What follows belongs to an exercise in optimizing a design on an open flow for small area and a short achievable clock period; a production flow would make more cautious choices.

==> flow/design.v <==
module bist #(
  parameter int size   = 6,
  parameter int length = 8
) (
  input  logic              start,
  input  logic              rst,
  input  logic              clk,
  input  logic              csin,
  input  logic              rwbarin,
  input  logic              opr,
  input  logic [size-1:0]   address,
  input  logic [length-1:0] datain,
  output logic [length-1:0] dataout,
  output logic              fail
);
  logic             NbarT;              
  logic             nrm;                
  logic [9:0]       q;
  logic             cout;
  logic [7:0]       tlo, thi;           
  logic [63:0][7:0] ram;                
  logic [7:0]       rd_n;               
  logic [7:0]       rd_t;               
  logic [7:0] data_t;
  always_comb begin
    case (q[9:7])
      3'd0: data_t = 8'hAA;
      3'd1: data_t = 8'h55;
      3'd2: data_t = 8'hF0;
      3'd3: data_t = 8'h0F;
      3'd4: data_t = 8'h00;
      3'd5: data_t = 8'hFF;
      3'd6: data_t = 8'h33;
      default: data_t = 8'hCC;
    endcase
  end
  logic [7:0] d;
  logic       we;
  assign d  = nrm ? datain : data_t;
  assign we = NbarT ? ~q[6] : (csin & ~rwbarin);
  logic       mode_next;
  logic [9:0] q_next;
  always_comb begin
    if (rst) mode_next = 1'b0;
    else if (!NbarT) mode_next = start;
    else if (cout) mode_next = 1'b0;
    else mode_next = 1'b1;
    q_next = NbarT ? q + 10'd1 : 10'd0;
  end
  logic [7:0] lo, hi;
  predec u_lo (.en(nrm), .a(address[2:0]), .t(tlo), .y(lo));
  predec u_hi (.en(nrm), .a(address[5:3]), .t(thi), .y(hi));
  logic [7:0]  hiw;
  logic [63:0] de;
  always_comb begin
    hiw = hi & {8{we}};
    for (int w = 0; w < 64; w++) de[w] = hiw[w/8] & lo[w%8];
  end
  always_ff @(posedge clk)
    for (int w = 0; w < 64; w++)
      if (de[w]) ram[w] <= d;
  logic [7:0] grp [0:7];
  for (genvar i = 0; i < 8; i++) begin : g_grp
    for (genvar b = 0; b < 8; b++) begin : g_bit
      ao8 u_ao (.s(lo),
                .m({ram[8*i+7][b], ram[8*i+6][b], ram[8*i+5][b], ram[8*i+4][b],
                    ram[8*i+3][b], ram[8*i+2][b], ram[8*i+1][b], ram[8*i][b]}),
                .y(grp[i][b]));
    end
  end
  logic       to_n, to_t;               
  logic [7:0] hin, hit;
  logic       byn, byt;
  always_comb begin
    to_n = ~mode_next;
    to_t = mode_next & q_next[6];
    hin  = hi & {8{~we & to_n}};
    hit  = hi & {8{~we & to_t}};
    byn  = we & to_n;
    byt  = we & to_t;
  end
  logic [7:0] rn_next, rt_next;
  for (genvar b = 0; b < 8; b++) begin : g_rd
    ao9 u_n (.s({byn, hin}),
             .m({d[b], grp[7][b], grp[6][b], grp[5][b], grp[4][b],
                 grp[3][b], grp[2][b], grp[1][b], grp[0][b]}),
             .y(rn_next[b]));
    ao9 u_t (.s({byt, hit}),
             .m({d[b], grp[7][b], grp[6][b], grp[5][b], grp[4][b],
                 grp[3][b], grp[2][b], grp[1][b], grp[0][b]}),
             .y(rt_next[b]));
  end
  always_ff @(posedge clk) begin
    NbarT <= mode_next;
    nrm   <= ~mode_next;
    q     <= q_next;
    cout  <= NbarT && (q == 10'h3FF);
    for (int j = 0; j < 8; j++) begin
      tlo[j] <= mode_next && (q_next[2:0] == j[2:0]);
      thi[j] <= mode_next && (q_next[5:3] == j[2:0]);
    end
    rd_n <= rn_next;
    rd_t <= rt_next;
  end
  for (genvar b = 0; b < 8; b++) begin : g_out
    outgate u_o (.a(csin), .b(rwbarin), .c(rd_n[b]), .d(rd_t[b]), .y(dataout[b]));
  end
  always_ff @(posedge clk) begin
    if (rst) fail <= 1'b0;
    else if (opr && NbarT && (rwbarin || q[6]) && (rd_t != data_t)) fail <= 1'b1;
  end
endmodule
module predec (
  input  logic       en,
  input  logic [2:0] a,
  input  logic [7:0] t,
  output logic [7:0] y
);
  always_comb
    for (int j = 0; j < 8; j++) y[j] = (en && a == j[2:0]) || t[j];
endmodule
module ao8 (
  input  logic [7:0] s,
  input  logic [7:0] m,
  output logic       y
);
  assign y = |(s & m);
endmodule
module ao9 (
  input  logic [8:0] s,
  input  logic [8:0] m,
  output logic       y
);
  assign y = |(s & m);
endmodule
module outgate (
  input  logic a,
  input  logic b,
  input  logic c,
  input  logic d,
  output logic y
);
  assign y = (a & b & c) | d;
endmodule
Settings: LEC_CHECK=0, CAP_MARGIN=20, CORE_MARGIN=2, CORE_UTILIZATION=40, SETUP_SLACK_MARGIN=2.0, SLEW_MARGIN=20, SYNTH_HIERARCHICAL=1, SYNTH_MINIMUM_KEEP_SIZE=0; clock period 4.5 ns.
run.sh (not shown) runs the stock make flow with config.mk's settings and CLKGATE_MAP_FILE= SYNTH_SCRIPT=/design/flow/synth_recipe.tcl, a recipe that flattens the netlist after the stock synthesis.
The first run finished clean.
Change:
--- a/flow/design.v
+++ b/flow/design.v
@@ -131,7 +131,21 @@
   input  logic [8:0] m,
   output logic       y
 );
-  assign y = |(s & m);
+  logic [3:0] x;
+  aoi22  u_x0 (.a(s[0]), .b(m[0]), .c(s[1]), .d(m[1]), .y(x[0]));
+  aoi22  u_x1 (.a(s[2]), .b(m[2]), .c(s[3]), .d(m[3]), .y(x[1]));
+  aoi22  u_x2 (.a(s[4]), .b(m[4]), .c(s[5]), .d(m[5]), .y(x[2]));
+  aoi222 u_x3 (.a(s[6]), .b(m[6]), .c(s[7]), .d(m[7]), .e(s[8]), .f(m[8]), .y(x[3]));
+  nand4  u_y  (.a(x[0]), .b(x[1]), .c(x[2]), .d(x[3]), .y(y));
+endmodule
+module aoi22 (input logic a, b, c, d, output logic y);
+  assign y = ~((a & b) | (c & d));
+endmodule
+module aoi222 (input logic a, b, c, d, e, f, output logic y);
+  assign y = ~((a & b) | (c & d) | (e & f));
+endmodule
+module nand4 (input logic a, b, c, d, output logic y);
+  assign y = ~(a & b & c & d);
 endmodule
 module outgate (
   input  logic a,
The changed run went through all stages and came out clean.
Via count falls by 1.8%.
Fmax fell by 0.96%.
Final cell count stays flat.
Setup slack loses 0.024 ns.
Cell area grows by 0.56%.
Function was not checked in any run of this note: the RTL went through the layout flow alone.

-- what the ideal ports hide --
In the flow no input, the clock included, has a driving cell. The finished layouts below were timed again as built, in two steps. Step 1 sets driving cells, clkbuf_16 on the clock port and buf_2 on the other inputs (assumed; they add their load-dependent delay and slew). Step 2 moves the port delays by t, midway between the first and last clock arrival at a register: inputs arrive t later, outputs are due t later. That takes back most of the time a late clock gives input paths. a / b / c = ideal ports / drivers / drivers and shift; a / b = the first two.
run | shift t [ns] | setup WS [ns] | worst setup path at the end
the first run | 0.657 | 1.995 / 1.973 / 1.372 | input to register
the second run | 0.661 | 1.971 / 1.970 / 1.333 | input to register
After both steps every run listed still meets setup and hold. The setup slack of the second run, which loses most, moves by -0.001 ns with the drivers and by -0.638 ns with both steps.
